This design comes from an exercise in tuning for small area, a short achievable clock period and few clock cycles per item on the open sky130 flow, not from production work. Function was checked by simulation only, so behaviour that the tests miss may differ from the original.

--- flow/flow/run.sh ---
#!/bin/bash
# Own layout flow: the standard synthesis, then the combinational logic is
# mapped again with an area-oriented ABC script (flip-flops are kept as the
# standard synthesis made them: same instances, names and cells), then the standard flow's
# standard layout from that netlist.  Each tool's output goes to a log here.
set -euo pipefail
W=$PWD
F=$W/flow
P=${FLOW_PLATFORM:-sky130hd}
R=$W/orfs/results/$P/numberAnalyzer/base
LOGS=$W/orfs/logs/$P/numberAnalyzer/base
YOSYS=${YOSYS_EXE:-$FLOW_HOME/../tools/install/yosys/bin/yosys}
[[ -x $YOSYS ]] || YOSYS=yosys

# 1. standard synthesis
bash standard.sh synth > $W/flow_synth.log 2>&1

# 2. re-map the combinational logic
cp $R/1_2_yosys.v $W/standard_1_2_yosys.v
printf 'set_driving_cell sky130_fd_sc_hd__buf_1\nset_load 5\n' > $W/remap.constr
export REMAP_IN=$W/standard_1_2_yosys.v
export REMAP_OUT=$W/remap_1_2_yosys.v
export REMAP_LIB=$FLOW_HOME/platforms/$P/lib/sky130_fd_sc_hd__tt_025C_1v80.lib
export REMAP_ABC=$F/area.abc
export REMAP_CONSTR=$W/remap.constr
export REMAP_TOP=$FLOW_TOP
export REMAP_DONTUSE="$(grep -o -- '-dont_use [^ ]*' $LOGS/1_2_yosys.log | sed 's/-dont_use //' | sort -u | tr '\n' ' ')"
$YOSYS -c $F/remap.tcl > $W/flow_remap.log 2>&1
cp $REMAP_OUT $R/1_2_yosys.v
rm -f $R/1_synth.odb $R/1_synth.sdc

# 3. standard layout from the re-mapped netlist
bash standard.sh BUFFER_PORTS_ARGS="-buffer_cell sky130_fd_sc_hd__buf_1" > $W/flow_layout.log 2>&1
--- flow/flow/area.abc ---
strash
dc2
dch -f
amap -m
topo
stime -c
--- flow/constraint.sdc ---
create_clock -name core_clock -period 130.0 [get_ports {clk}]
set_input_delay 26.0000 -clock core_clock [delete_from_list [all_inputs] [get_ports {clk}]]
set_output_delay 26.0000 -clock core_clock [all_outputs]
set_load 0.01 [all_outputs]
--- flow/flow/remap.tcl ---
# Re-map the combinational logic of a synthesized netlist with an area-oriented ABC script.
# Flip-flop instances are kept as they are (same names and cell types).
# env: REMAP_IN, REMAP_OUT, REMAP_LIB, REMAP_ABC (script), REMAP_DONTUSE (list), REMAP_TOP
yosys -import
set lib $::env(REMAP_LIB)
read_liberty -ignore_miss_func $lib
# sequential cells stay as instances
read_verilog -defer $::env(REMAP_IN)
hierarchy -top $::env(REMAP_TOP)
setattr -mod -set keep_hierarchy 1 {=t:$_*FF*} %m
flatten
opt_clean -purge
set du {}
foreach c $::env(REMAP_DONTUSE) { lappend du -dont_use $c }
abc -script $::env(REMAP_ABC) -liberty $lib {*}$du -constr $::env(REMAP_CONSTR)
opt_clean -purge
setundef -zero
splitnets
opt_clean -purge
# nets named after the flattened cells' pins
yosys rename -hide w:*.*
hilomap -singleton -hicell sky130_fd_sc_hd__conb_1 HI -locell sky130_fd_sc_hd__conb_1 LO
insbuf -buf sky130_fd_sc_hd__buf_4 A X
opt_clean -purge
select -module $::env(REMAP_TOP)
tee -o $::env(REMAP_OUT).stat stat -liberty $lib
write_verilog -noattr -nohex -nodec -selected $::env(REMAP_OUT)
--- flow/config.mk ---
export PLATFORM = sky130hd
export DESIGN_NAME = numberAnalyzer
export DESIGN_NICKNAME = numberAnalyzer
export VERILOG_FILES = /design/flow/design.v
export SDC_FILE = /design/flow/constraint.sdc
export NUM_CORES = 4
export LEC_CHECK = 0
export CAP_MARGIN = 20
export CORE_MARGIN = 2
export CORE_UTILIZATION = 60
export PLACE_DENSITY = 0.75
export SLEW_MARGIN = 20
--- flow/design.v ---
module isEvenNumber(
	output wire result,
	input wire lsb
);
	assign result = ~lsb;
endmodule
module isFibonacci(
	output wire result,
	input wire [31:0] number
);
	function fib_member(input [31:0] n);
		reg [33:0] a, b, t;
		integer i;
		begin
			fib_member = 1'b0;
			a = 34'd0;
			b = 34'd1;
			for (i = 0; i < 48; i = i + 1) begin
				if ({2'b00, n} == a)
					fib_member = 1'b1;
				t = a + b;
				a = b;
				b = t;
			end
		end
	endfunction
	assign result = fib_member(number);
endmodule
module add3(input wire [3:0] a, output wire [3:0] o);
	wire g = a[3] | a[2] & (a[1] | a[0]);
	assign o[3] = g;
	assign o[2] = ~g & a[2] | a[3] & a[0];
	assign o[1] = a[1] ^ (g & ~a[0]);
	assign o[0] = a[0] ^ g;
endmodule
module palFront(
	output wire [36:0] state,
	input wire [31:0] number
);
	wire [3:0] f1_v;
	add3 f1_u(.a({1'b0, number[31], number[30], number[29]}), .o(f1_v));
	wire [3:0] f5_v;
	add3 f5_u(.a({f1_v[2], f1_v[1], f1_v[0], number[28]}), .o(f5_v));
	wire [3:0] f9_v;
	add3 f9_u(.a({f5_v[2], f5_v[1], f5_v[0], number[27]}), .o(f9_v));
	wire [3:0] f13_v;
	add3 f13_u(.a({f9_v[2], f9_v[1], f9_v[0], number[26]}), .o(f13_v));
	wire [3:0] f17_v;
	add3 f17_u(.a({1'b0, f1_v[3], f5_v[3], f9_v[3]}), .o(f17_v));
	wire [3:0] f21_v;
	add3 f21_u(.a({f13_v[2], f13_v[1], f13_v[0], number[25]}), .o(f21_v));
	wire [3:0] f25_v;
	add3 f25_u(.a({f17_v[2], f17_v[1], f17_v[0], f13_v[3]}), .o(f25_v));
	wire [3:0] f29_v;
	add3 f29_u(.a({f21_v[2], f21_v[1], f21_v[0], number[24]}), .o(f29_v));
	wire [3:0] f33_v;
	add3 f33_u(.a({f25_v[2], f25_v[1], f25_v[0], f21_v[3]}), .o(f33_v));
	wire [3:0] f37_v;
	add3 f37_u(.a({f29_v[2], f29_v[1], f29_v[0], number[23]}), .o(f37_v));
	wire [3:0] f41_v;
	add3 f41_u(.a({f33_v[2], f33_v[1], f33_v[0], f29_v[3]}), .o(f41_v));
	wire [3:0] f45_v;
	add3 f45_u(.a({1'b0, f17_v[3], f25_v[3], f33_v[3]}), .o(f45_v));
	wire [3:0] f49_v;
	add3 f49_u(.a({f37_v[2], f37_v[1], f37_v[0], number[22]}), .o(f49_v));
	wire [3:0] f53_v;
	add3 f53_u(.a({f41_v[2], f41_v[1], f41_v[0], f37_v[3]}), .o(f53_v));
	wire [3:0] f57_v;
	add3 f57_u(.a({f45_v[2], f45_v[1], f45_v[0], f41_v[3]}), .o(f57_v));
	wire [3:0] f61_v;
	add3 f61_u(.a({f49_v[2], f49_v[1], f49_v[0], number[21]}), .o(f61_v));
	wire [3:0] f65_v;
	add3 f65_u(.a({f53_v[2], f53_v[1], f53_v[0], f49_v[3]}), .o(f65_v));
	wire [3:0] f69_v;
	add3 f69_u(.a({f57_v[2], f57_v[1], f57_v[0], f53_v[3]}), .o(f69_v));
	wire [3:0] f73_v;
	add3 f73_u(.a({f61_v[2], f61_v[1], f61_v[0], number[20]}), .o(f73_v));
	wire [3:0] f77_v;
	add3 f77_u(.a({f65_v[2], f65_v[1], f65_v[0], f61_v[3]}), .o(f77_v));
	wire [3:0] f81_v;
	add3 f81_u(.a({f69_v[2], f69_v[1], f69_v[0], f65_v[3]}), .o(f81_v));
	wire [3:0] f85_v;
	add3 f85_u(.a({f73_v[2], f73_v[1], f73_v[0], number[19]}), .o(f85_v));
	wire [3:0] f89_v;
	add3 f89_u(.a({f77_v[2], f77_v[1], f77_v[0], f73_v[3]}), .o(f89_v));
	wire [3:0] f93_v;
	add3 f93_u(.a({f81_v[2], f81_v[1], f81_v[0], f77_v[3]}), .o(f93_v));
	wire [3:0] f97_v;
	add3 f97_u(.a({f45_v[3], f57_v[3], f69_v[3], f81_v[3]}), .o(f97_v));
	wire [3:0] f101_v;
	add3 f101_u(.a({f85_v[2], f85_v[1], f85_v[0], number[18]}), .o(f101_v));
	wire [3:0] f105_v;
	add3 f105_u(.a({f89_v[2], f89_v[1], f89_v[0], f85_v[3]}), .o(f105_v));
	wire [3:0] f109_v;
	add3 f109_u(.a({f93_v[2], f93_v[1], f93_v[0], f89_v[3]}), .o(f109_v));
	wire [3:0] f113_v;
	add3 f113_u(.a({f97_v[2], f97_v[1], f97_v[0], f93_v[3]}), .o(f113_v));
	wire [3:0] f117_v;
	add3 f117_u(.a({f101_v[2], f101_v[1], f101_v[0], number[17]}), .o(f117_v));
	wire [3:0] f121_v;
	add3 f121_u(.a({f105_v[2], f105_v[1], f105_v[0], f101_v[3]}), .o(f121_v));
	wire [3:0] f125_v;
	add3 f125_u(.a({f109_v[2], f109_v[1], f109_v[0], f105_v[3]}), .o(f125_v));
	wire [3:0] f129_v;
	add3 f129_u(.a({f113_v[2], f113_v[1], f113_v[0], f109_v[3]}), .o(f129_v));
	wire [3:0] f133_v;
	add3 f133_u(.a({f117_v[2], f117_v[1], f117_v[0], number[16]}), .o(f133_v));
	wire [3:0] f137_v;
	add3 f137_u(.a({f121_v[2], f121_v[1], f121_v[0], f117_v[3]}), .o(f137_v));
	wire [3:0] f141_v;
	add3 f141_u(.a({f125_v[2], f125_v[1], f125_v[0], f121_v[3]}), .o(f141_v));
	wire [3:0] f145_v;
	add3 f145_u(.a({f129_v[2], f129_v[1], f129_v[0], f125_v[3]}), .o(f145_v));
	wire [3:0] f149_v;
	add3 f149_u(.a({1'b0, f97_v[3], f113_v[3], f129_v[3]}), .o(f149_v));
	wire [3:0] f153_v;
	add3 f153_u(.a({f133_v[2], f133_v[1], f133_v[0], number[15]}), .o(f153_v));
	wire [3:0] f157_v;
	add3 f157_u(.a({f137_v[2], f137_v[1], f137_v[0], f133_v[3]}), .o(f157_v));
	wire [3:0] f161_v;
	add3 f161_u(.a({f141_v[2], f141_v[1], f141_v[0], f137_v[3]}), .o(f161_v));
	wire [3:0] f165_v;
	add3 f165_u(.a({f145_v[2], f145_v[1], f145_v[0], f141_v[3]}), .o(f165_v));
	wire [3:0] f169_v;
	add3 f169_u(.a({f149_v[2], f149_v[1], f149_v[0], f145_v[3]}), .o(f169_v));
	wire [3:0] f173_v;
	add3 f173_u(.a({f153_v[2], f153_v[1], f153_v[0], number[14]}), .o(f173_v));
	wire [3:0] f177_v;
	add3 f177_u(.a({f157_v[2], f157_v[1], f157_v[0], f153_v[3]}), .o(f177_v));
	wire [3:0] f181_v;
	add3 f181_u(.a({f161_v[2], f161_v[1], f161_v[0], f157_v[3]}), .o(f181_v));
	wire [3:0] f185_v;
	add3 f185_u(.a({f165_v[2], f165_v[1], f165_v[0], f161_v[3]}), .o(f185_v));
	wire [3:0] f189_v;
	add3 f189_u(.a({f169_v[2], f169_v[1], f169_v[0], f165_v[3]}), .o(f189_v));
	wire [3:0] f193_v;
	add3 f193_u(.a({f173_v[2], f173_v[1], f173_v[0], number[13]}), .o(f193_v));
	wire [3:0] f197_v;
	add3 f197_u(.a({f177_v[2], f177_v[1], f177_v[0], f173_v[3]}), .o(f197_v));
	wire [3:0] f201_v;
	add3 f201_u(.a({f181_v[2], f181_v[1], f181_v[0], f177_v[3]}), .o(f201_v));
	wire [3:0] f205_v;
	add3 f205_u(.a({f185_v[2], f185_v[1], f185_v[0], f181_v[3]}), .o(f205_v));
	wire [3:0] f209_v;
	add3 f209_u(.a({f189_v[2], f189_v[1], f189_v[0], f185_v[3]}), .o(f209_v));
	wire [3:0] f213_v;
	add3 f213_u(.a({1'b0, f149_v[3], f169_v[3], f189_v[3]}), .o(f213_v));
	assign state = {f213_v[3], f213_v[2], f213_v[1], f213_v[0], f209_v[3], f209_v[2], f209_v[1], f209_v[0], f205_v[3], f205_v[2], f205_v[1], f205_v[0], f201_v[3], f201_v[2], f201_v[1], f201_v[0], f197_v[3], f197_v[2], f197_v[1], f197_v[0], f193_v[3], f193_v[2], f193_v[1], f193_v[0], number[12], number[11], number[10], number[9], number[8], number[7], number[6], number[5], number[4], number[3], number[2], number[1], number[0]};
endmodule
module palBack(
	output wire result,
	input wire [36:0] state
);
	wire [39:0] d;
	wire [3:0] b1_v;
	add3 b1_u(.a({state[15], state[14], state[13], state[12]}), .o(b1_v));
	wire [3:0] b5_v;
	add3 b5_u(.a({state[19], state[18], state[17], state[16]}), .o(b5_v));
	wire [3:0] b9_v;
	add3 b9_u(.a({state[23], state[22], state[21], state[20]}), .o(b9_v));
	wire [3:0] b13_v;
	add3 b13_u(.a({state[27], state[26], state[25], state[24]}), .o(b13_v));
	wire [3:0] b17_v;
	add3 b17_u(.a({state[31], state[30], state[29], state[28]}), .o(b17_v));
	wire [3:0] b21_v;
	add3 b21_u(.a({state[35], state[34], state[33], state[32]}), .o(b21_v));
	wire [3:0] b25_v;
	add3 b25_u(.a({b1_v[2], b1_v[1], b1_v[0], state[11]}), .o(b25_v));
	wire [3:0] b29_v;
	add3 b29_u(.a({b5_v[2], b5_v[1], b5_v[0], b1_v[3]}), .o(b29_v));
	wire [3:0] b33_v;
	add3 b33_u(.a({b9_v[2], b9_v[1], b9_v[0], b5_v[3]}), .o(b33_v));
	wire [3:0] b37_v;
	add3 b37_u(.a({b13_v[2], b13_v[1], b13_v[0], b9_v[3]}), .o(b37_v));
	wire [3:0] b41_v;
	add3 b41_u(.a({b17_v[2], b17_v[1], b17_v[0], b13_v[3]}), .o(b41_v));
	wire [3:0] b45_v;
	add3 b45_u(.a({b21_v[2], b21_v[1], b21_v[0], b17_v[3]}), .o(b45_v));
	wire [3:0] b49_v;
	add3 b49_u(.a({b25_v[2], b25_v[1], b25_v[0], state[10]}), .o(b49_v));
	wire [3:0] b53_v;
	add3 b53_u(.a({b29_v[2], b29_v[1], b29_v[0], b25_v[3]}), .o(b53_v));
	wire [3:0] b57_v;
	add3 b57_u(.a({b33_v[2], b33_v[1], b33_v[0], b29_v[3]}), .o(b57_v));
	wire [3:0] b61_v;
	add3 b61_u(.a({b37_v[2], b37_v[1], b37_v[0], b33_v[3]}), .o(b61_v));
	wire [3:0] b65_v;
	add3 b65_u(.a({b41_v[2], b41_v[1], b41_v[0], b37_v[3]}), .o(b65_v));
	wire [3:0] b69_v;
	add3 b69_u(.a({b45_v[2], b45_v[1], b45_v[0], b41_v[3]}), .o(b69_v));
	wire [3:0] b73_v;
	add3 b73_u(.a({b49_v[2], b49_v[1], b49_v[0], state[9]}), .o(b73_v));
	wire [3:0] b77_v;
	add3 b77_u(.a({b53_v[2], b53_v[1], b53_v[0], b49_v[3]}), .o(b77_v));
	wire [3:0] b81_v;
	add3 b81_u(.a({b57_v[2], b57_v[1], b57_v[0], b53_v[3]}), .o(b81_v));
	wire [3:0] b85_v;
	add3 b85_u(.a({b61_v[2], b61_v[1], b61_v[0], b57_v[3]}), .o(b85_v));
	wire [3:0] b89_v;
	add3 b89_u(.a({b65_v[2], b65_v[1], b65_v[0], b61_v[3]}), .o(b89_v));
	wire [3:0] b93_v;
	add3 b93_u(.a({b69_v[2], b69_v[1], b69_v[0], b65_v[3]}), .o(b93_v));
	wire [3:0] b97_v;
	add3 b97_u(.a({state[36], b21_v[3], b45_v[3], b69_v[3]}), .o(b97_v));
	wire [3:0] b101_v;
	add3 b101_u(.a({b73_v[2], b73_v[1], b73_v[0], state[8]}), .o(b101_v));
	wire [3:0] b105_v;
	add3 b105_u(.a({b77_v[2], b77_v[1], b77_v[0], b73_v[3]}), .o(b105_v));
	wire [3:0] b109_v;
	add3 b109_u(.a({b81_v[2], b81_v[1], b81_v[0], b77_v[3]}), .o(b109_v));
	wire [3:0] b113_v;
	add3 b113_u(.a({b85_v[2], b85_v[1], b85_v[0], b81_v[3]}), .o(b113_v));
	wire [3:0] b117_v;
	add3 b117_u(.a({b89_v[2], b89_v[1], b89_v[0], b85_v[3]}), .o(b117_v));
	wire [3:0] b121_v;
	add3 b121_u(.a({b93_v[2], b93_v[1], b93_v[0], b89_v[3]}), .o(b121_v));
	wire [3:0] b125_v;
	add3 b125_u(.a({b97_v[2], b97_v[1], b97_v[0], b93_v[3]}), .o(b125_v));
	wire [3:0] b129_v;
	add3 b129_u(.a({b101_v[2], b101_v[1], b101_v[0], state[7]}), .o(b129_v));
	wire [3:0] b133_v;
	add3 b133_u(.a({b105_v[2], b105_v[1], b105_v[0], b101_v[3]}), .o(b133_v));
	wire [3:0] b137_v;
	add3 b137_u(.a({b109_v[2], b109_v[1], b109_v[0], b105_v[3]}), .o(b137_v));
	wire [3:0] b141_v;
	add3 b141_u(.a({b113_v[2], b113_v[1], b113_v[0], b109_v[3]}), .o(b141_v));
	wire [3:0] b145_v;
	add3 b145_u(.a({b117_v[2], b117_v[1], b117_v[0], b113_v[3]}), .o(b145_v));
	wire [3:0] b149_v;
	add3 b149_u(.a({b121_v[2], b121_v[1], b121_v[0], b117_v[3]}), .o(b149_v));
	wire [3:0] b153_v;
	add3 b153_u(.a({b125_v[2], b125_v[1], b125_v[0], b121_v[3]}), .o(b153_v));
	wire [3:0] b157_v;
	add3 b157_u(.a({b129_v[2], b129_v[1], b129_v[0], state[6]}), .o(b157_v));
	wire [3:0] b161_v;
	add3 b161_u(.a({b133_v[2], b133_v[1], b133_v[0], b129_v[3]}), .o(b161_v));
	wire [3:0] b165_v;
	add3 b165_u(.a({b137_v[2], b137_v[1], b137_v[0], b133_v[3]}), .o(b165_v));
	wire [3:0] b169_v;
	add3 b169_u(.a({b141_v[2], b141_v[1], b141_v[0], b137_v[3]}), .o(b169_v));
	wire [3:0] b173_v;
	add3 b173_u(.a({b145_v[2], b145_v[1], b145_v[0], b141_v[3]}), .o(b173_v));
	wire [3:0] b177_v;
	add3 b177_u(.a({b149_v[2], b149_v[1], b149_v[0], b145_v[3]}), .o(b177_v));
	wire [3:0] b181_v;
	add3 b181_u(.a({b153_v[2], b153_v[1], b153_v[0], b149_v[3]}), .o(b181_v));
	wire [3:0] b185_v;
	add3 b185_u(.a({1'b0, b97_v[3], b125_v[3], b153_v[3]}), .o(b185_v));
	wire [3:0] b189_v;
	add3 b189_u(.a({b157_v[2], b157_v[1], b157_v[0], state[5]}), .o(b189_v));
	wire [3:0] b193_v;
	add3 b193_u(.a({b161_v[2], b161_v[1], b161_v[0], b157_v[3]}), .o(b193_v));
	wire [3:0] b197_v;
	add3 b197_u(.a({b165_v[2], b165_v[1], b165_v[0], b161_v[3]}), .o(b197_v));
	wire [3:0] b201_v;
	add3 b201_u(.a({b169_v[2], b169_v[1], b169_v[0], b165_v[3]}), .o(b201_v));
	wire [3:0] b205_v;
	add3 b205_u(.a({b173_v[2], b173_v[1], b173_v[0], b169_v[3]}), .o(b205_v));
	wire [3:0] b209_v;
	add3 b209_u(.a({b177_v[2], b177_v[1], b177_v[0], b173_v[3]}), .o(b209_v));
	wire [3:0] b213_v;
	add3 b213_u(.a({b181_v[2], b181_v[1], b181_v[0], b177_v[3]}), .o(b213_v));
	wire [3:0] b217_v;
	add3 b217_u(.a({b185_v[2], b185_v[1], b185_v[0], b181_v[3]}), .o(b217_v));
	wire [3:0] b221_v;
	add3 b221_u(.a({b189_v[2], b189_v[1], b189_v[0], state[4]}), .o(b221_v));
	wire [3:0] b225_v;
	add3 b225_u(.a({b193_v[2], b193_v[1], b193_v[0], b189_v[3]}), .o(b225_v));
	wire [3:0] b229_v;
	add3 b229_u(.a({b197_v[2], b197_v[1], b197_v[0], b193_v[3]}), .o(b229_v));
	wire [3:0] b233_v;
	add3 b233_u(.a({b201_v[2], b201_v[1], b201_v[0], b197_v[3]}), .o(b233_v));
	wire [3:0] b237_v;
	add3 b237_u(.a({b205_v[2], b205_v[1], b205_v[0], b201_v[3]}), .o(b237_v));
	wire [3:0] b241_v;
	add3 b241_u(.a({b209_v[2], b209_v[1], b209_v[0], b205_v[3]}), .o(b241_v));
	wire [3:0] b245_v;
	add3 b245_u(.a({b213_v[2], b213_v[1], b213_v[0], b209_v[3]}), .o(b245_v));
	wire [3:0] b249_v;
	add3 b249_u(.a({b217_v[2], b217_v[1], b217_v[0], b213_v[3]}), .o(b249_v));
	wire [3:0] b253_v;
	add3 b253_u(.a({b221_v[2], b221_v[1], b221_v[0], state[3]}), .o(b253_v));
	wire [3:0] b257_v;
	add3 b257_u(.a({b225_v[2], b225_v[1], b225_v[0], b221_v[3]}), .o(b257_v));
	wire [3:0] b261_v;
	add3 b261_u(.a({b229_v[2], b229_v[1], b229_v[0], b225_v[3]}), .o(b261_v));
	wire [3:0] b265_v;
	add3 b265_u(.a({b233_v[2], b233_v[1], b233_v[0], b229_v[3]}), .o(b265_v));
	wire [3:0] b269_v;
	add3 b269_u(.a({b237_v[2], b237_v[1], b237_v[0], b233_v[3]}), .o(b269_v));
	wire [3:0] b273_v;
	add3 b273_u(.a({b241_v[2], b241_v[1], b241_v[0], b237_v[3]}), .o(b273_v));
	wire [3:0] b277_v;
	add3 b277_u(.a({b245_v[2], b245_v[1], b245_v[0], b241_v[3]}), .o(b277_v));
	wire [3:0] b281_v;
	add3 b281_u(.a({b249_v[2], b249_v[1], b249_v[0], b245_v[3]}), .o(b281_v));
	wire [3:0] b285_v;
	add3 b285_u(.a({1'b0, b185_v[3], b217_v[3], b249_v[3]}), .o(b285_v));
	wire [3:0] b289_v;
	add3 b289_u(.a({b253_v[2], b253_v[1], b253_v[0], state[2]}), .o(b289_v));
	wire [3:0] b293_v;
	add3 b293_u(.a({b257_v[2], b257_v[1], b257_v[0], b253_v[3]}), .o(b293_v));
	wire [3:0] b297_v;
	add3 b297_u(.a({b261_v[2], b261_v[1], b261_v[0], b257_v[3]}), .o(b297_v));
	wire [3:0] b301_v;
	add3 b301_u(.a({b265_v[2], b265_v[1], b265_v[0], b261_v[3]}), .o(b301_v));
	wire [3:0] b305_v;
	add3 b305_u(.a({b269_v[2], b269_v[1], b269_v[0], b265_v[3]}), .o(b305_v));
	wire [3:0] b309_v;
	add3 b309_u(.a({b273_v[2], b273_v[1], b273_v[0], b269_v[3]}), .o(b309_v));
	wire [3:0] b313_v;
	add3 b313_u(.a({b277_v[2], b277_v[1], b277_v[0], b273_v[3]}), .o(b313_v));
	wire [3:0] b317_v;
	add3 b317_u(.a({b281_v[2], b281_v[1], b281_v[0], b277_v[3]}), .o(b317_v));
	wire [3:0] b321_v;
	add3 b321_u(.a({b285_v[2], b285_v[1], b285_v[0], b281_v[3]}), .o(b321_v));
	wire [3:0] b325_v;
	add3 b325_u(.a({b289_v[2], b289_v[1], b289_v[0], state[1]}), .o(b325_v));
	wire [3:0] b329_v;
	add3 b329_u(.a({b293_v[2], b293_v[1], b293_v[0], b289_v[3]}), .o(b329_v));
	wire [3:0] b333_v;
	add3 b333_u(.a({b297_v[2], b297_v[1], b297_v[0], b293_v[3]}), .o(b333_v));
	wire [3:0] b337_v;
	add3 b337_u(.a({b301_v[2], b301_v[1], b301_v[0], b297_v[3]}), .o(b337_v));
	wire [3:0] b341_v;
	add3 b341_u(.a({b305_v[2], b305_v[1], b305_v[0], b301_v[3]}), .o(b341_v));
	wire [3:0] b345_v;
	add3 b345_u(.a({b309_v[2], b309_v[1], b309_v[0], b305_v[3]}), .o(b345_v));
	wire [3:0] b349_v;
	add3 b349_u(.a({b313_v[2], b313_v[1], b313_v[0], b309_v[3]}), .o(b349_v));
	wire [3:0] b353_v;
	add3 b353_u(.a({b317_v[2], b317_v[1], b317_v[0], b313_v[3]}), .o(b353_v));
	wire [3:0] b357_v;
	add3 b357_u(.a({b321_v[2], b321_v[1], b321_v[0], b317_v[3]}), .o(b357_v));
	assign d = {1'b0, b285_v[3], b321_v[3], b357_v[3], b357_v[2], b357_v[1], b357_v[0], b353_v[3], b353_v[2], b353_v[1], b353_v[0], b349_v[3], b349_v[2], b349_v[1], b349_v[0], b345_v[3], b345_v[2], b345_v[1], b345_v[0], b341_v[3], b341_v[2], b341_v[1], b341_v[0], b337_v[3], b337_v[2], b337_v[1], b337_v[0], b333_v[3], b333_v[2], b333_v[1], b333_v[0], b329_v[3], b329_v[2], b329_v[1], b329_v[0], b325_v[3], b325_v[2], b325_v[1], b325_v[0], state[0]};
	function pal(input [39:0] d);
		reg sym;
		integer i, k;
		begin
			pal = 1'b1;
			for (k = 2; k <= 10; k = k + 1) begin
				sym = 1'b1;
				for (i = 0; i < k / 2; i = i + 1)
					if (d[4 * i +: 4] != d[4 * (k - 1 - i) +: 4])
						sym = 1'b0;
				if (d[4 * (k - 1) +: 4] != 4'd0)
					pal = sym;
			end
		end
	endfunction
	assign result = pal(d);
endmodule
module numberAnalyzer(isEven, isFibonacci, isPalindrome, stuckStateEven, stuckStateFibonacci, stuckStatePalindrome, inp, reset, go_i, clk);
	output isEven;
	output isFibonacci;
	output isPalindrome;
	output[1:0] stuckStateEven;
	output[3:0] stuckStateFibonacci;
	output[3:0] stuckStatePalindrome;
	input[31:0] inp;
	input reset;
	input go_i;
	input clk;
	wire fib_w;
	wire [36:0] pal_w;
	isFibonacci ifn(fib_w, inp);
	palFront pf(pal_w, inp);
	reg done;
	reg fib_r;
	reg [36:0] pal_s;
	always @(posedge clk) begin
		done <= ~reset & ~done & go_i;
		fib_r <= fib_w;
		pal_s <= pal_w;
	end
	wire even_r, pal_r;
	isEvenNumber ien(even_r, pal_s[0]);
	palBack pb(pal_r, pal_s);
	assign isEven = done & even_r;
	assign isFibonacci = done & fib_r;
	assign isPalindrome = done & pal_r;
	assign stuckStateEven = {done, done & ~even_r};
	assign stuckStateFibonacci = {done & ~fib_r, {3{done & fib_r}}};
	assign stuckStatePalindrome = {done & pal_r, {2{done & ~pal_r}}, done & pal_r};
endmodule
--- flow/standard.sh ---
#!/bin/bash
# synth_recipe.tcl (not shown) runs the flow's synth.tcl, then flattens the netlist and writes it again
# the make line also repeats each setting of config.mk as NAME=value (left out here)
make -C /OpenROAD-flow-scripts/flow DESIGN_CONFIG=/design/flow/config.mk WORK_HOME=/design/flow/orfs CLKGATE_MAP_FILE= SYNTH_SCRIPT=/design/flow/synth_recipe.tcl "${@:-finish}"
==> results.sh, run 1 <==
export IMPL_hold_viol=0
export IMPL_tns_ps=0
export IMPL_place_congestion=1.11
export IMPL_cp_data_required_time_ps=104000
export IMPL_pre_cts_slack_ps=88590
export IMPL_tritoncts="built"
export IMPL_htree_num_levels=2
export IMPL_critPathLaunchType="register"
export IMPL_worst_pin_slew_ps=1150
export IMPL_grt_pass1_vias=10900
export IMPL_wl_mm=30.3
export IMPL_root_buffer="clkbuf_16"
export IMPL_grt_remaining_overflow=0
export IMPL_n_antenna_cell=0
export IMPL_worst_ep_arrival_time_ps=16100
export IMPL_vias_per_cell=6.42
export IMPL_io_buffers=47
export IMPL_cts_hold_fix_buffers=0
export IMPL_drv_cap=0
export IMPL_critPathMaxStageDelay_ps=740
export IMPL_clk_pin_slew_ps=70
export IMPL_stdcell_count=1987
export IMPL_postCtsSetupBuffers=0
export IMPL_min_path_type="register to register"
export IMPL_final_layout_size_suffix_gt1_frac=0.00778
export IMPL_critPathKind="register to output port"
export IMPL_num_rows=45
export IMPL_die_h_um=127
export IMPL_numCtsBuffers=5
export IMPL_min_from="done"
export IMPL_wl_per_cell_um=15.3
export IMPL_grtUsageTotal=0.357
export IMPL_core_um2=15000
export IMPL_area_delta_synth_final_pct=6.08
export IMPL_syn_cell_area_um2=9100
export IMPL_period_minus_slack_ps=42100
export IMPL_max_freq_mhz=23.8
export IMPL_clk_insertion_delay_late_ps=300
export IMPL_worstRegToRegCells=3
export IMPL_critPathCaptureType="output port"
export IMPL_post_dp_hpwl_mm=24.4
export IMPL_avgSynthCellArea_um2=5.21
export IMPL_critPathSlowestCell="a21oi_1"
export IMPL_io_pins=48
export IMPL_rrSetupSlack_ps=128960
export IMPL_timing_rr_end="done"
export IMPL_grt_max_degree=15
export IMPL_setup_ws_ps=87900
export IMPL_rr_startpoint="done"
export IMPL_slew_violations=0
export IMPL_antenna_found_initial=0
export IMPL_drc=0
export IMPL_drt_first_pass_iters=6
export IMPL_clk_path_buf_depth=2
export IMPL_fin_nets=1833
export IMPL_vias=12800
export IMPL_drt_iter0_markers=1463
export IMPL_worst_path_max_fanout=7
export IMPL_cp_common_cell="nor2_1"
export IMPL_grt_setup_unrepaired="no"
export IMPL_cts_resized=0
export IMPL_synth_cells=1745
export IMPL_holdPathEnd="done"
export IMPL_fp_dieW_um=127
export IMPL_dp_cells=1979
export IMPL_setup_violations_final=0
export IMPL_grt_pass1_wl_mm=49.2
export IMPL_post_route_period_util=0.324
export IMPL_nFillCells=1426
export IMPL_dieArea_um2=16200
export IMPL_initial_core_util=0.605
export IMPL_ys_warnings_count=3
export IMPL_cts_sinks=39
export IMPL_final_antenna_net_count=0
export IMPL_synth_nets=1780
export IMPL_holdPathStages=3
export IMPL_fin_skew_ps=0
export IMPL_outcome="complete, no violations"
export IMPL_max_slew_margin_rel=0.233
routing by layer:
layer	vias up	wire length (um)	GRT usage
li1	6468	-	-
met1	5605	13200	0.456
met2	596	13500	0.600
met3	96	2760	0.0791
met4	0	832	0.111
met5	-	0	0
registers in the layout (all words and copies together), names as in the netlist:
signal / count
fib_r: 1
done: 1
pal_s: 37
critical path, delay by kind of cell, from the launching register on:
family / cells / cell delay [ps]
buffers and inverters: 14 / 2900
AOI/OAI and AO/OA: 26 / 7840
DFF: 1 / 340
and+or+nand+nor: 35 / 4710
area by class of cell:
| cell class | count | area, um2 | area share |
|---|---|---|---|
| clock inverters | 3 | 23.8 | 0.00246 |
| inverters | 275 | 1030 | 0.107 |
| repair buffers | 53 | 221 | 0.0229 |
| well taps | 188 | 235 | 0.0244 |
| clock buffers | 5 | 125 | 0.0130 |
| multi-input cells | 1424 | 7230 | 0.749 |
| flip-flops and latches | 39 | 781 | 0.0809 |
placed cells by master (no fill, tap or decap), types with 8 or more instances in the layout:
master,count
a31oi_1,19
buf_1,47
o22ai_1,98
o32a_1,8
o21ai_0,219
a22oi_1,48
nor2_1,385
a21oi_1,174
nand2_1,193
o32ai_1,11
a211oi_1,9
or3_1,22
nand3_1,19
a221oi_1,8
clkinv_1,275
dfxtp_1,39
nor4_1,27
nand4_1,21
o21a_1,10
nor3_1,49
o221ai_1,8
or4_1,10
worst max-delay path by stage:
stage / start / to / depth (start not counted)
after global routing: pal_s[25] / stuckStatePalindrome[3] / 75
after detailed placement: pal_s[25] / stuckStatePalindrome[0] / 75
after CTS: pal_s[25] / stuckStatePalindrome[0] / 75
final: pal_s[25] / stuckStatePalindrome[3] / 75
after global placement: pal_s[25] / stuckStatePalindrome[3] / 75
after floorplan: pal_s[28] / stuckStatePalindrome[2] / 68
stage by stage:
stage / hold WS [ps] / area (um2) / util
2_1_floorplan: 534 / 9100 / -
3_3_place_gp: 749 / 9500 / 0.632
3_5_place_dp: 754 / 9500 / 0.632
4_1_cts: 769 / 9650 / 0.642
5_1_grt: 820 / 9650 / 0.642
6_report: 762 / 9650 / 0.642
Testbench counts, summed over its fixed seeds: cycles 4,800, items 2,400.
==> inputs of run 2 (changes only) <==
--- a/flow/flow/run.sh
+++ b/flow/flow/run.sh
@@ -32,2 +32,2 @@
 # 3. standard layout from the re-mapped netlist
-bash standard.sh BUFFER_PORTS_ARGS="-buffer_cell sky130_fd_sc_hd__buf_1" > $W/flow_layout.log 2>&1
+bash standard.sh > $W/flow_layout.log 2>&1
==> flow/flow/area.abc (replaced) <==
strash
dch -f
map -a
mfs -a
strash
dch -f
map -a
topo
stime -c
--- a/flow/config.mk
+++ b/flow/config.mk
@@ -9,4 +9,4 @@
 export CORE_MARGIN = 2
-export CORE_UTILIZATION = 60
-export PLACE_DENSITY = 0.75
+export CORE_UTILIZATION = 40
+export PLACE_DENSITY = 0.6
 export SLEW_MARGIN = 20
==> run 2 against run 1 <==
Net effect: hold slack worse by 150 ps; clock skew unchanged; sequential share of layout area decreased by 1.1 points.
==> results.sh, run 2 <==
export IMPL_cts_hold_fix_buffers=0
export IMPL_critPathCaptureType="output port"
export IMPL_tritoncts="built"
export IMPL_post_dp_cell_area_um2=11100
export IMPL_regMostFlops="pal_s"
export IMPL_synth_cells=2049
export IMPL_clk_pin_slew_ps=60
export IMPL_post_route_period_util=0.300
export IMPL_num_rows=58
export IMPL_wl_per_cell_um=13.0
export IMPL_wl_mm=31.7
export IMPL_syn_cell_area_um2=10200
export IMPL_grt_pass1_wl_mm=53.1
export IMPL_final_common_cell="nor2_1"
export IMPL_cp_data_required_time_ps=104000
export IMPL_final_seq_area_um2=781
export IMPL_cts_sinks=39
export IMPL_fin_nets=2135
export IMPL_worst_path_max_fanout=9
export IMPL_grt_setup_unrepaired="no"
export IMPL_largest_register_ffs=37
export IMPL_antenna_found_initial=0
export IMPL_place_congestion=0.963
export IMPL_n_antenna_cell=0
export IMPL_hold_ws_ps=616
export IMPL_worst_ep_arrival_time_ps=13030
export IMPL_fp_dieW_um=164
export IMPL_max_freq_mhz=25.6
export IMPL_fin_area_um2=11200
export IMPL_clk_path_buf_depth=2
export IMPL_reg_top3="pal_s x37, done x1, fib_r x1"
export IMPL_postCtsSetupBuffers=0
export IMPL_htree_num_levels=2
export IMPL_io_pins=48
export IMPL_io_buffers=47
export IMPL_multi_input_area_um2=7760
export IMPL_vias_per_cell=5.31
export IMPL_avgSynthCellArea_um2=4.98
export IMPL_critPathLaunchType="register"
export IMPL_worst_pin_slew_ps=874
export IMPL_drt_iter0_markers=798
export IMPL_final_cell_mix="471 x nor2_1, 430 x clkinv_1, 389 x nand2_1"
export IMPL_numCtsBuffers=5
export IMPL_min_path_type="register to register"
export IMPL_slew_violations=0
export IMPL_area_delta_synth_final_pct=10.1
export IMPL_setup_violations_final=0
export IMPL_die_h_um=164
export IMPL_critPathMaxStageDelay_ps=670
export IMPL_period_minus_slack_ps=39030
export IMPL_grt_remaining_overflow=0
export IMPL_drv_cap=0
export IMPL_max_slew_margin_rel=0.415
export IMPL_drt_first_pass_iters=6
export IMPL_grtUsageTotal=0.236
export IMPL_critPathKind="register to output port"
export IMPL_vias=12900
export IMPL_hold_viol=0
export IMPL_clk_insertion_delay_late_ps=280
export IMPL_root_buffer="clkbuf_16"
export IMPL_synth_nets=2084
export IMPL_nFillCells=2854
export IMPL_outcome="complete, no violations"
export IMPL_fin_skew_ps=0
export IMPL_initial_core_util=0.406
export IMPL_grt_pass1_vias=11700
export IMPL_drc=0
export IMPL_tns_ps=0
export IMPL_dieArea_um2=26800
export IMPL_cts_resized=0
export IMPL_ys_warnings_count=3
export IMPL_post_dp_hpwl_mm=26.8
export IMPL_final_antenna_net_count=0
export IMPL_final_layout_size_suffix_gt1_frac=0.0186
export IMPL_critPathSlowestCell="nor2_1"
export IMPL_core_um2=25100
export IMPL_grt_max_degree=15
## run 2: worst paths after layout
kind / startpoint / slack [ps] / depth (start not counted) / end
min reg2reg: done / 620 / 3 / done
max reg2reg: done / 129220 / 3 / done
min: done / 620 / 3 / done
max: pal_s[13] / 90970 / 82 / stuckStatePalindrome[2]
## run 2: critical path: cells and delay by family, from the launching register on
family          cells  cell delay [ps]
buf+inv            21             3070
simple gates       40             4960
compound gates     19             3920
flops               1              340
xor+xnor            2              440
## run 2: final cells by class
class / count / share of cell area
clock buffer: 5 / 0.0111
clock inverter: 3 / 0.00412
inverter: 430 / 0.144
multi-input combinational: 1573 / 0.690
sequential: 39 / 0.0695
tap: 330 / 0.0367
timing repair buffer: 51 / 0.0445
## run 2: metrics by stage
step / setup WS, ps / util / std cells
2_1_floorplan: 93400 / - / 2049
3_3_place_gp: 91190 / 0.441 / 2423
3_5_place_dp: 90780 / 0.441 / 2423
4_1_cts: 91010 / 0.448 / 2431
5_1_grt: 88810 / 0.448 / 2431
6_report: 90970 / 0.448 / 2431
## run 2: per-layer routing
layer	up-vias	GRT usage	wire [um]
li1	6842	-	-
met1	5634	0.281	14200
met2	328	0.427	14800
met3	99	0.0164	1230
met4	0	0.113	1490
met5	-	0	0
==> inputs of run 3 (changes only) <==
--- a/flow/design.v
+++ b/flow/design.v
@@ -147,3 +147,15 @@
 	add3 f213_u(.a({1'b0, f149_v[3], f169_v[3], f189_v[3]}), .o(f213_v));
-	assign state = {f213_v[3], f213_v[2], f213_v[1], f213_v[0], f209_v[3], f209_v[2], f209_v[1], f209_v[0], f205_v[3], f205_v[2], f205_v[1], f205_v[0], f201_v[3], f201_v[2], f201_v[1], f201_v[0], f197_v[3], f197_v[2], f197_v[1], f197_v[0], f193_v[3], f193_v[2], f193_v[1], f193_v[0], number[12], number[11], number[10], number[9], number[8], number[7], number[6], number[5], number[4], number[3], number[2], number[1], number[0]};
+	wire [3:0] f217_v;
+	add3 f217_u(.a({f193_v[2], f193_v[1], f193_v[0], number[12]}), .o(f217_v));
+	wire [3:0] f221_v;
+	add3 f221_u(.a({f197_v[2], f197_v[1], f197_v[0], f193_v[3]}), .o(f221_v));
+	wire [3:0] f225_v;
+	add3 f225_u(.a({f201_v[2], f201_v[1], f201_v[0], f197_v[3]}), .o(f225_v));
+	wire [3:0] f229_v;
+	add3 f229_u(.a({f205_v[2], f205_v[1], f205_v[0], f201_v[3]}), .o(f229_v));
+	wire [3:0] f233_v;
+	add3 f233_u(.a({f209_v[2], f209_v[1], f209_v[0], f205_v[3]}), .o(f233_v));
+	wire [3:0] f237_v;
+	add3 f237_u(.a({f213_v[2], f213_v[1], f213_v[0], f209_v[3]}), .o(f237_v));
+	assign state = {f213_v[3], f237_v[3], f237_v[2], f237_v[1], f237_v[0], f233_v[3], f233_v[2], f233_v[1], f233_v[0], f229_v[3], f229_v[2], f229_v[1], f229_v[0], f225_v[3], f225_v[2], f225_v[1], f225_v[0], f221_v[3], f221_v[2], f221_v[1], f221_v[0], f217_v[3], f217_v[2], f217_v[1], f217_v[0], number[11], number[10], number[9], number[8], number[7], number[6], number[5], number[4], number[3], number[2], number[1], number[0]};
 endmodule
@@ -155,15 +167,15 @@
 	wire [3:0] b1_v;
-	add3 b1_u(.a({state[15], state[14], state[13], state[12]}), .o(b1_v));
+	add3 b1_u(.a({state[14], state[13], state[12], state[11]}), .o(b1_v));
 	wire [3:0] b5_v;
-	add3 b5_u(.a({state[19], state[18], state[17], state[16]}), .o(b5_v));
+	add3 b5_u(.a({state[18], state[17], state[16], state[15]}), .o(b5_v));
 	wire [3:0] b9_v;
-	add3 b9_u(.a({state[23], state[22], state[21], state[20]}), .o(b9_v));
+	add3 b9_u(.a({state[22], state[21], state[20], state[19]}), .o(b9_v));
 	wire [3:0] b13_v;
-	add3 b13_u(.a({state[27], state[26], state[25], state[24]}), .o(b13_v));
+	add3 b13_u(.a({state[26], state[25], state[24], state[23]}), .o(b13_v));
 	wire [3:0] b17_v;
-	add3 b17_u(.a({state[31], state[30], state[29], state[28]}), .o(b17_v));
+	add3 b17_u(.a({state[30], state[29], state[28], state[27]}), .o(b17_v));
 	wire [3:0] b21_v;
-	add3 b21_u(.a({state[35], state[34], state[33], state[32]}), .o(b21_v));
+	add3 b21_u(.a({state[34], state[33], state[32], state[31]}), .o(b21_v));
 	wire [3:0] b25_v;
-	add3 b25_u(.a({b1_v[2], b1_v[1], b1_v[0], state[11]}), .o(b25_v));
+	add3 b25_u(.a({b1_v[2], b1_v[1], b1_v[0], state[10]}), .o(b25_v));
 	wire [3:0] b29_v;
@@ -179,3 +191,3 @@
 	wire [3:0] b49_v;
-	add3 b49_u(.a({b25_v[2], b25_v[1], b25_v[0], state[10]}), .o(b49_v));
+	add3 b49_u(.a({b25_v[2], b25_v[1], b25_v[0], state[9]}), .o(b49_v));
 	wire [3:0] b53_v;
@@ -191,19 +203,19 @@
 	wire [3:0] b73_v;
-	add3 b73_u(.a({b49_v[2], b49_v[1], b49_v[0], state[9]}), .o(b73_v));
+	add3 b73_u(.a({state[36], state[35], b21_v[3], b45_v[3]}), .o(b73_v));
 	wire [3:0] b77_v;
-	add3 b77_u(.a({b53_v[2], b53_v[1], b53_v[0], b49_v[3]}), .o(b77_v));
+	add3 b77_u(.a({b49_v[2], b49_v[1], b49_v[0], state[8]}), .o(b77_v));
 	wire [3:0] b81_v;
-	add3 b81_u(.a({b57_v[2], b57_v[1], b57_v[0], b53_v[3]}), .o(b81_v));
+	add3 b81_u(.a({b53_v[2], b53_v[1], b53_v[0], b49_v[3]}), .o(b81_v));
 	wire [3:0] b85_v;
-	add3 b85_u(.a({b61_v[2], b61_v[1], b61_v[0], b57_v[3]}), .o(b85_v));
+	add3 b85_u(.a({b57_v[2], b57_v[1], b57_v[0], b53_v[3]}), .o(b85_v));
 	wire [3:0] b89_v;
-	add3 b89_u(.a({b65_v[2], b65_v[1], b65_v[0], b61_v[3]}), .o(b89_v));
+	add3 b89_u(.a({b61_v[2], b61_v[1], b61_v[0], b57_v[3]}), .o(b89_v));
 	wire [3:0] b93_v;
-	add3 b93_u(.a({b69_v[2], b69_v[1], b69_v[0], b65_v[3]}), .o(b93_v));
+	add3 b93_u(.a({b65_v[2], b65_v[1], b65_v[0], b61_v[3]}), .o(b93_v));
 	wire [3:0] b97_v;
-	add3 b97_u(.a({state[36], b21_v[3], b45_v[3], b69_v[3]}), .o(b97_v));
+	add3 b97_u(.a({b69_v[2], b69_v[1], b69_v[0], b65_v[3]}), .o(b97_v));
 	wire [3:0] b101_v;
-	add3 b101_u(.a({b73_v[2], b73_v[1], b73_v[0], state[8]}), .o(b101_v));
+	add3 b101_u(.a({b73_v[2], b73_v[1], b73_v[0], b69_v[3]}), .o(b101_v));
 	wire [3:0] b105_v;
-	add3 b105_u(.a({b77_v[2], b77_v[1], b77_v[0], b73_v[3]}), .o(b105_v));
+	add3 b105_u(.a({b77_v[2], b77_v[1], b77_v[0], state[7]}), .o(b105_v));
 	wire [3:0] b109_v;
@@ -219,5 +231,5 @@
 	wire [3:0] b129_v;
-	add3 b129_u(.a({b101_v[2], b101_v[1], b101_v[0], state[7]}), .o(b129_v));
+	add3 b129_u(.a({b101_v[2], b101_v[1], b101_v[0], b97_v[3]}), .o(b129_v));
 	wire [3:0] b133_v;
-	add3 b133_u(.a({b105_v[2], b105_v[1], b105_v[0], b101_v[3]}), .o(b133_v));
+	add3 b133_u(.a({b105_v[2], b105_v[1], b105_v[0], state[6]}), .o(b133_v));
 	wire [3:0] b137_v;
@@ -233,19 +245,19 @@
 	wire [3:0] b157_v;
-	add3 b157_u(.a({b129_v[2], b129_v[1], b129_v[0], state[6]}), .o(b157_v));
+	add3 b157_u(.a({b129_v[2], b129_v[1], b129_v[0], b125_v[3]}), .o(b157_v));
 	wire [3:0] b161_v;
-	add3 b161_u(.a({b133_v[2], b133_v[1], b133_v[0], b129_v[3]}), .o(b161_v));
+	add3 b161_u(.a({1'b0, b73_v[3], b101_v[3], b129_v[3]}), .o(b161_v));
 	wire [3:0] b165_v;
-	add3 b165_u(.a({b137_v[2], b137_v[1], b137_v[0], b133_v[3]}), .o(b165_v));
+	add3 b165_u(.a({b133_v[2], b133_v[1], b133_v[0], state[5]}), .o(b165_v));
 	wire [3:0] b169_v;
-	add3 b169_u(.a({b141_v[2], b141_v[1], b141_v[0], b137_v[3]}), .o(b169_v));
+	add3 b169_u(.a({b137_v[2], b137_v[1], b137_v[0], b133_v[3]}), .o(b169_v));
 	wire [3:0] b173_v;
-	add3 b173_u(.a({b145_v[2], b145_v[1], b145_v[0], b141_v[3]}), .o(b173_v));
+	add3 b173_u(.a({b141_v[2], b141_v[1], b141_v[0], b137_v[3]}), .o(b173_v));
 	wire [3:0] b177_v;
-	add3 b177_u(.a({b149_v[2], b149_v[1], b149_v[0], b145_v[3]}), .o(b177_v));
+	add3 b177_u(.a({b145_v[2], b145_v[1], b145_v[0], b141_v[3]}), .o(b177_v));
 	wire [3:0] b181_v;
-	add3 b181_u(.a({b153_v[2], b153_v[1], b153_v[0], b149_v[3]}), .o(b181_v));
+	add3 b181_u(.a({b149_v[2], b149_v[1], b149_v[0], b145_v[3]}), .o(b181_v));
 	wire [3:0] b185_v;
-	add3 b185_u(.a({1'b0, b97_v[3], b125_v[3], b153_v[3]}), .o(b185_v));
+	add3 b185_u(.a({b153_v[2], b153_v[1], b153_v[0], b149_v[3]}), .o(b185_v));
 	wire [3:0] b189_v;
-	add3 b189_u(.a({b157_v[2], b157_v[1], b157_v[0], state[5]}), .o(b189_v));
+	add3 b189_u(.a({b157_v[2], b157_v[1], b157_v[0], b153_v[3]}), .o(b189_v));
 	wire [3:0] b193_v;
@@ -253,3 +265,3 @@
 	wire [3:0] b197_v;
-	add3 b197_u(.a({b165_v[2], b165_v[1], b165_v[0], b161_v[3]}), .o(b197_v));
+	add3 b197_u(.a({b165_v[2], b165_v[1], b165_v[0], state[4]}), .o(b197_v));
 	wire [3:0] b201_v;
@@ -265,3 +277,3 @@
 	wire [3:0] b221_v;
-	add3 b221_u(.a({b189_v[2], b189_v[1], b189_v[0], state[4]}), .o(b221_v));
+	add3 b221_u(.a({b189_v[2], b189_v[1], b189_v[0], b185_v[3]}), .o(b221_v));
 	wire [3:0] b225_v;
@@ -269,3 +281,3 @@
 	wire [3:0] b229_v;
-	add3 b229_u(.a({b197_v[2], b197_v[1], b197_v[0], b193_v[3]}), .o(b229_v));
+	add3 b229_u(.a({b197_v[2], b197_v[1], b197_v[0], state[3]}), .o(b229_v));
 	wire [3:0] b233_v;
@@ -281,3 +293,3 @@
 	wire [3:0] b253_v;
-	add3 b253_u(.a({b221_v[2], b221_v[1], b221_v[0], state[3]}), .o(b253_v));
+	add3 b253_u(.a({b221_v[2], b221_v[1], b221_v[0], b217_v[3]}), .o(b253_v));
 	wire [3:0] b257_v;
@@ -285,17 +297,17 @@
 	wire [3:0] b261_v;
-	add3 b261_u(.a({b229_v[2], b229_v[1], b229_v[0], b225_v[3]}), .o(b261_v));
+	add3 b261_u(.a({1'b0, b161_v[3], b193_v[3], b225_v[3]}), .o(b261_v));
 	wire [3:0] b265_v;
-	add3 b265_u(.a({b233_v[2], b233_v[1], b233_v[0], b229_v[3]}), .o(b265_v));
+	add3 b265_u(.a({b229_v[2], b229_v[1], b229_v[0], state[2]}), .o(b265_v));
 	wire [3:0] b269_v;
-	add3 b269_u(.a({b237_v[2], b237_v[1], b237_v[0], b233_v[3]}), .o(b269_v));
+	add3 b269_u(.a({b233_v[2], b233_v[1], b233_v[0], b229_v[3]}), .o(b269_v));
 	wire [3:0] b273_v;
-	add3 b273_u(.a({b241_v[2], b241_v[1], b241_v[0], b237_v[3]}), .o(b273_v));
+	add3 b273_u(.a({b237_v[2], b237_v[1], b237_v[0], b233_v[3]}), .o(b273_v));
 	wire [3:0] b277_v;
-	add3 b277_u(.a({b245_v[2], b245_v[1], b245_v[0], b241_v[3]}), .o(b277_v));
+	add3 b277_u(.a({b241_v[2], b241_v[1], b241_v[0], b237_v[3]}), .o(b277_v));
 	wire [3:0] b281_v;
-	add3 b281_u(.a({b249_v[2], b249_v[1], b249_v[0], b245_v[3]}), .o(b281_v));
+	add3 b281_u(.a({b245_v[2], b245_v[1], b245_v[0], b241_v[3]}), .o(b281_v));
 	wire [3:0] b285_v;
-	add3 b285_u(.a({1'b0, b185_v[3], b217_v[3], b249_v[3]}), .o(b285_v));
+	add3 b285_u(.a({b249_v[2], b249_v[1], b249_v[0], b245_v[3]}), .o(b285_v));
 	wire [3:0] b289_v;
-	add3 b289_u(.a({b253_v[2], b253_v[1], b253_v[0], state[2]}), .o(b289_v));
+	add3 b289_u(.a({b253_v[2], b253_v[1], b253_v[0], b249_v[3]}), .o(b289_v));
 	wire [3:0] b293_v;
@@ -305,3 +317,3 @@
 	wire [3:0] b301_v;
-	add3 b301_u(.a({b265_v[2], b265_v[1], b265_v[0], b261_v[3]}), .o(b301_v));
+	add3 b301_u(.a({b265_v[2], b265_v[1], b265_v[0], state[1]}), .o(b301_v));
 	wire [3:0] b305_v;
@@ -317,3 +329,3 @@
 	wire [3:0] b325_v;
-	add3 b325_u(.a({b289_v[2], b289_v[1], b289_v[0], state[1]}), .o(b325_v));
+	add3 b325_u(.a({b289_v[2], b289_v[1], b289_v[0], b285_v[3]}), .o(b325_v));
 	wire [3:0] b329_v;
@@ -322,15 +334,3 @@
 	add3 b333_u(.a({b297_v[2], b297_v[1], b297_v[0], b293_v[3]}), .o(b333_v));
-	wire [3:0] b337_v;
-	add3 b337_u(.a({b301_v[2], b301_v[1], b301_v[0], b297_v[3]}), .o(b337_v));
-	wire [3:0] b341_v;
-	add3 b341_u(.a({b305_v[2], b305_v[1], b305_v[0], b301_v[3]}), .o(b341_v));
-	wire [3:0] b345_v;
-	add3 b345_u(.a({b309_v[2], b309_v[1], b309_v[0], b305_v[3]}), .o(b345_v));
-	wire [3:0] b349_v;
-	add3 b349_u(.a({b313_v[2], b313_v[1], b313_v[0], b309_v[3]}), .o(b349_v));
-	wire [3:0] b353_v;
-	add3 b353_u(.a({b317_v[2], b317_v[1], b317_v[0], b313_v[3]}), .o(b353_v));
-	wire [3:0] b357_v;
-	add3 b357_u(.a({b321_v[2], b321_v[1], b321_v[0], b317_v[3]}), .o(b357_v));
-	assign d = {1'b0, b285_v[3], b321_v[3], b357_v[3], b357_v[2], b357_v[1], b357_v[0], b353_v[3], b353_v[2], b353_v[1], b353_v[0], b349_v[3], b349_v[2], b349_v[1], b349_v[0], b345_v[3], b345_v[2], b345_v[1], b345_v[0], b341_v[3], b341_v[2], b341_v[1], b341_v[0], b337_v[3], b337_v[2], b337_v[1], b337_v[0], b333_v[3], b333_v[2], b333_v[1], b333_v[0], b329_v[3], b329_v[2], b329_v[1], b329_v[0], b325_v[3], b325_v[2], b325_v[1], b325_v[0], state[0]};
+	assign d = {1'b0, b261_v[3], b297_v[3], b333_v[3], b333_v[2], b333_v[1], b333_v[0], b329_v[3], b329_v[2], b329_v[1], b329_v[0], b325_v[3], b325_v[2], b325_v[1], b325_v[0], b321_v[3], b321_v[2], b321_v[1], b321_v[0], b317_v[3], b317_v[2], b317_v[1], b317_v[0], b313_v[3], b313_v[2], b313_v[1], b313_v[0], b309_v[3], b309_v[2], b309_v[1], b309_v[0], b305_v[3], b305_v[2], b305_v[1], b305_v[0], b301_v[3], b301_v[2], b301_v[1], b301_v[0], state[0]};
 	function pal(input [39:0] d);
--- a/flow/flow/run.sh
+++ b/flow/flow/run.sh
@@ -32,2 +32,2 @@
 # 3. standard layout from the re-mapped netlist
-bash standard.sh > $W/flow_layout.log 2>&1
+bash standard.sh BUFFER_PORTS_ARGS="-buffer_cell sky130_fd_sc_hd__buf_1" SETUP_SLACK_MARGIN=91.5 > $W/flow_layout.log 2>&1
==> flow/flow/area.abc (replaced) <==
strash
dc2
dch -f
amap -m
topo
stime -c
--- a/flow/config.mk
+++ b/flow/config.mk
@@ -9,4 +9,5 @@
 export CORE_MARGIN = 2
-export CORE_UTILIZATION = 40
-export PLACE_DENSITY = 0.6
+export CORE_UTILIZATION = 70
+export CTS_BUF_LIST = sky130_fd_sc_hd__clkbuf_4
+export PLACE_DENSITY = 0.8
 export SLEW_MARGIN = 20
==> run 3 against run 2 <==
Net effect: the flow now stops in global routing; synthesized cell count is 14% lower; area after synthesis is 10% lower.
==> results.sh, run 3 <==
export IMPL_synth_nets=1802
export IMPL_grtUsageTotal=0.725
export IMPL_worstEndpointGrtRepair="pal_s[21]$_DFF_P_/D"
export IMPL_place_congestion=1.09
export IMPL_num_rows=41
export IMPL_fp_dieW_um=118
export IMPL_synth_cells=1767
export IMPL_io_buffers=47
export IMPL_haltStage="global routing"
export IMPL_outcome="did not finish"
export IMPL_initial_core_util=0.722
export IMPL_firstError="[ERROR GRT-0232] Routing congestion too high. Check the congestion heatmap in the GUI."
export IMPL_post_dp_hpwl_mm=23.7
export IMPL_root_buffer="clkbuf_4"
export IMPL_clk_path_buf_depth=2
export IMPL_cts_hold_fix_buffers=0
export IMPL_ys_warnings_count=3
export IMPL_grt_max_degree=15
export IMPL_die_h_um=118
export IMPL_io_pins=48
export IMPL_avgSynthCellArea_um2=5.18
export IMPL_syn_cell_area_um2=9150
export IMPL_numCtsBuffers=5
export IMPL_worst_ep_kind="register data pin"
export IMPL_grt_remaining_overflow=76
export IMPL_htree_num_levels=2
run 3: metal layers:
| metal | track usage | overflow |
|---|---|---|
| met5 | 0.0993 | 0 |
| met3 | 0.525 | 1 |
| met1 | 0.705 | 2 |
| met2 | 0.941 | 47 |
| met4 | 0.766 | 26 |
run 3: stage by stage:
step / setup slack (ps) / hold WS, ps / cell area (um2) / cells / utilization
after floorplan: 91520 / 534 / 9150 / 1767 / -
after global placement: 89570 / 632 / 9570 / 1989 / 0.755
after detailed placement: 88700 / 659 / 9570 / 1989 / 0.755
after CTS: 91500 / 692 / 9990 / 2003 / 0.789
run 3: worst max path at each step:
stage,start,endpoint,slack (ps)
after floorplan,pal_s[11],stuckStatePalindrome[0],91520
after global placement,inp[31],pal_s[17],89570
after detailed placement,inp[31],pal_s[17],88700
after CTS,pal_s[11],isPalindrome,91500
run 3: repair_timing:
item	4_1_cts
setup endpoints to repair	29
pin swaps	3
buffers inserted	6
gates resized for setup	167
Testbench counts of run 3, summed over its fixed seeds: cycles 4,800, items 2,400.
==> inputs of run 4 (changes only) <==
--- a/flow/flow/run.sh
+++ b/flow/flow/run.sh
@@ -32,2 +32,2 @@
 # 3. standard layout from the re-mapped netlist
-bash standard.sh BUFFER_PORTS_ARGS="-buffer_cell sky130_fd_sc_hd__buf_1" SETUP_SLACK_MARGIN=91.5 > $W/flow_layout.log 2>&1
+bash standard.sh BUFFER_PORTS_ARGS="-buffer_cell sky130_fd_sc_hd__buf_1" SETUP_SLACK_MARGIN=90 > $W/flow_layout.log 2>&1
==> flow/flow/area.abc (replaced) <==
strash
&get -n
&deepsyn -J 10 -T 600
&put
dch -f
amap -m
topo
stime -c
--- a/flow/config.mk
+++ b/flow/config.mk
@@ -9,5 +9,5 @@
 export CORE_MARGIN = 2
-export CORE_UTILIZATION = 70
-export CTS_BUF_LIST = sky130_fd_sc_hd__clkbuf_4
-export PLACE_DENSITY = 0.8
+export CORE_UTILIZATION = 60
+export CTS_BUF_LIST = sky130_fd_sc_hd__clkbuf_8
+export PLACE_DENSITY = 0.75
 export SLEW_MARGIN = 20
==> run 4 against run 3 <==
Net effect: now clean on timing, DRC and antenna; synthesized cell count is 6.8% lower; area after synthesis decreased by 3.3%.
==> results.sh, run 4 <==
export IMPL_place_congestion=1.03
export IMPL_wl_per_cell_um=19.0
export IMPL_largest_register_ffs=37
export IMPL_clk_insertion_delay_late_ps=330
export IMPL_num_rows=44
export IMPL_core_um2=14500
export IMPL_drt_first_pass_iters=9
export IMPL_setup_violations_final=0
export IMPL_critPathCaptureType="register"
export IMPL_period_minus_slack_ps=40450
export IMPL_dp_cells=1884
export IMPL_critPathTopFamily="compound AO/OA/AOI/OAI gates"
export IMPL_worstRegToRegCells=3
export IMPL_synth_nets=1682
export IMPL_numCtsBuffers=5
export IMPL_vias_per_cell=7.13
export IMPL_grt_setup_unrepaired="yes"
export IMPL_hold_viol=0
export IMPL_reg_top3="pal_s x37, done x1, fib_r x1"
export IMPL_root_buffer="clkbuf_8"
export IMPL_initial_core_util=0.611
export IMPL_vias=13600
export IMPL_holdPathStages=3
export IMPL_slew_violations=0
export IMPL_critPathKind="input pin to register"
export IMPL_min_path_type="register to register"
export IMPL_worst_ep_arrival_time_ps=40710
export IMPL_nFillCells=1161
export IMPL_post_dp_hpwl_mm=25.1
export IMPL_cts_hold_fix_buffers=0
export IMPL_stdcell_count=1908
export IMPL_cp_common_cell="nor2_1"
export IMPL_io_pins=48
export IMPL_antenna_found_initial=0
export IMPL_drt_iter0_markers=2315
export IMPL_outcome="complete, no violations"
export IMPL_crit_cells=87
export IMPL_worst_pin_slew_ps=1120
export IMPL_critPathSlowestCell="or3_1"
export IMPL_drv_cap=0
export IMPL_wl_mm=36.3
export IMPL_max_slew_margin_rel=0.244
export IMPL_final_layout_size_suffix_gt1_frac=0.0969
export IMPL_final_cell_mix="299 x nor2_1, 268 x clkinv_1, 149 x nand2_1"
export IMPL_tritoncts="built"
export IMPL_ys_warnings_count=3
export IMPL_htree_num_levels=2
export IMPL_clk_path_buf_depth=2
export IMPL_hold_ws_ps=610
export IMPL_max_freq_mhz=24.7
export IMPL_final_antenna_net_count=0
export IMPL_drc=0
export IMPL_fin_nets=1758
export IMPL_grt_remaining_overflow=0
export IMPL_final_common_cell="nor2_1"
export IMPL_fin_skew_ps=0
export IMPL_clk_pin_slew_ps=90
export IMPL_area_delta_synth_final_pct=14.7
export IMPL_io_buffers=47
export IMPL_avgSynthCellArea_um2=5.37
export IMPL_post_route_period_util=0.311
export IMPL_critPathLaunchType="input pin"
export IMPL_syn_cell_area_um2=8850
export IMPL_n_antenna_cell=0
export IMPL_grt_pass1_wl_mm=52.5
export IMPL_tns_ps=0
export IMPL_critPathMaxStageDelay_ps=360
export IMPL_synth_cells=1647
export IMPL_path_buf_inv=18
export IMPL_worst_path_max_fanout=7
export IMPL_fp_dieW_um=125
export IMPL_cts_sinks=39
export IMPL_dieArea_um2=15700
export IMPL_grt_max_degree=14
export IMPL_regMostFlops="pal_s"
export IMPL_cp_data_required_time_ps=130260
export IMPL_grt_pass1_vias=11200
export IMPL_die_h_um=125
export IMPL_grtUsageTotal=0.389
==> run 4: metrics by stage <==
stage	cell area (um2)	setup WS [ps]	util
global route	10200	88640	0.701
global placement	9300	87950	0.642
CTS	9490	89930	0.656
finish	10200	89550	0.701
detailed placement	9300	87180	0.642
floorplan	8850	90710	-
==> run 4: final timing paths <==
check / start / to / slack [ps]
setup reg to reg: done / done / 129240
setup / recovery: inp[28] / pal_s[16] / 89550
hold reg to reg: done / done / 610
hold / removal: done / done / 610
==> run 4: per-layer routing <==
metal	global-route usage	share of wire	up-vias
met2	0.635	0.44	1111
li1	-	-	6207
met3	0.0736	0.12	294
met4	0.142	0.057	0
met1	0.512	0.39	5983
met5	0	0	-
==> run 4: area by class of cell <==
type                    count  area [um2]  share of cell area
well taps                 184         230              0.0227
clock inverters             3        43.8             0.00431
multi-input cells        1313        7520               0.741
inverters                 288        1100               0.109
flip-flops and latches     39         781              0.0769
repair buffers             76         399              0.0393
clock buffers               5        68.8             0.00678
==> run 4: worst reg2reg max path: stages, from the launching register on <==
cell and delay, ps:
dfxtp_1 340, clkinv_1 180, nand2_1 110, nor2_1 40
==> run 4: timing repair <==
item / in CTS / in global routing
resized for setup: 53 / 171
setup endpoints to repair: 29 / 29
pin swaps: 0 / 12
setup buffers: 0 / 16

[what the ideal ports hide]
Ports are ideal in the flow. The routed layouts listed here were re-timed in OpenROAD. Step 1, drivers: a clkbuf_16 drives clk and a buf_2 each remaining input, both assumed. Step 2, shift: input delay + t, output delay - t, t = (earliest + latest rising clock arrival at the registers) / 2. This alone moves slack from input paths to output paths. Slacks: ideal ports / drivers / drivers and shift; pairs: ideal ports / drivers.
| run | t, ns | setup slack, ns | hold WS [ns] |
|---|---|---|---|
| run 1 | 0.335 | 87.898 / 87.856 / 88.191 | 0.762 / 0.762 / 0.762 |
| run 2 | 0.322 | 90.974 / 90.932 / 90.736 | 0.616 / 0.616 / 0.616 |
| run 4 | 0.366 | 89.554 / 89.573 / 89.207 | 0.610 / 0.610 / 0.610 |
After both steps setup and hold are still met in every run listed. For run 4, which loses most, drivers alone change the setup slack by +0.019 ns; drivers and shift together by -0.347 ns.
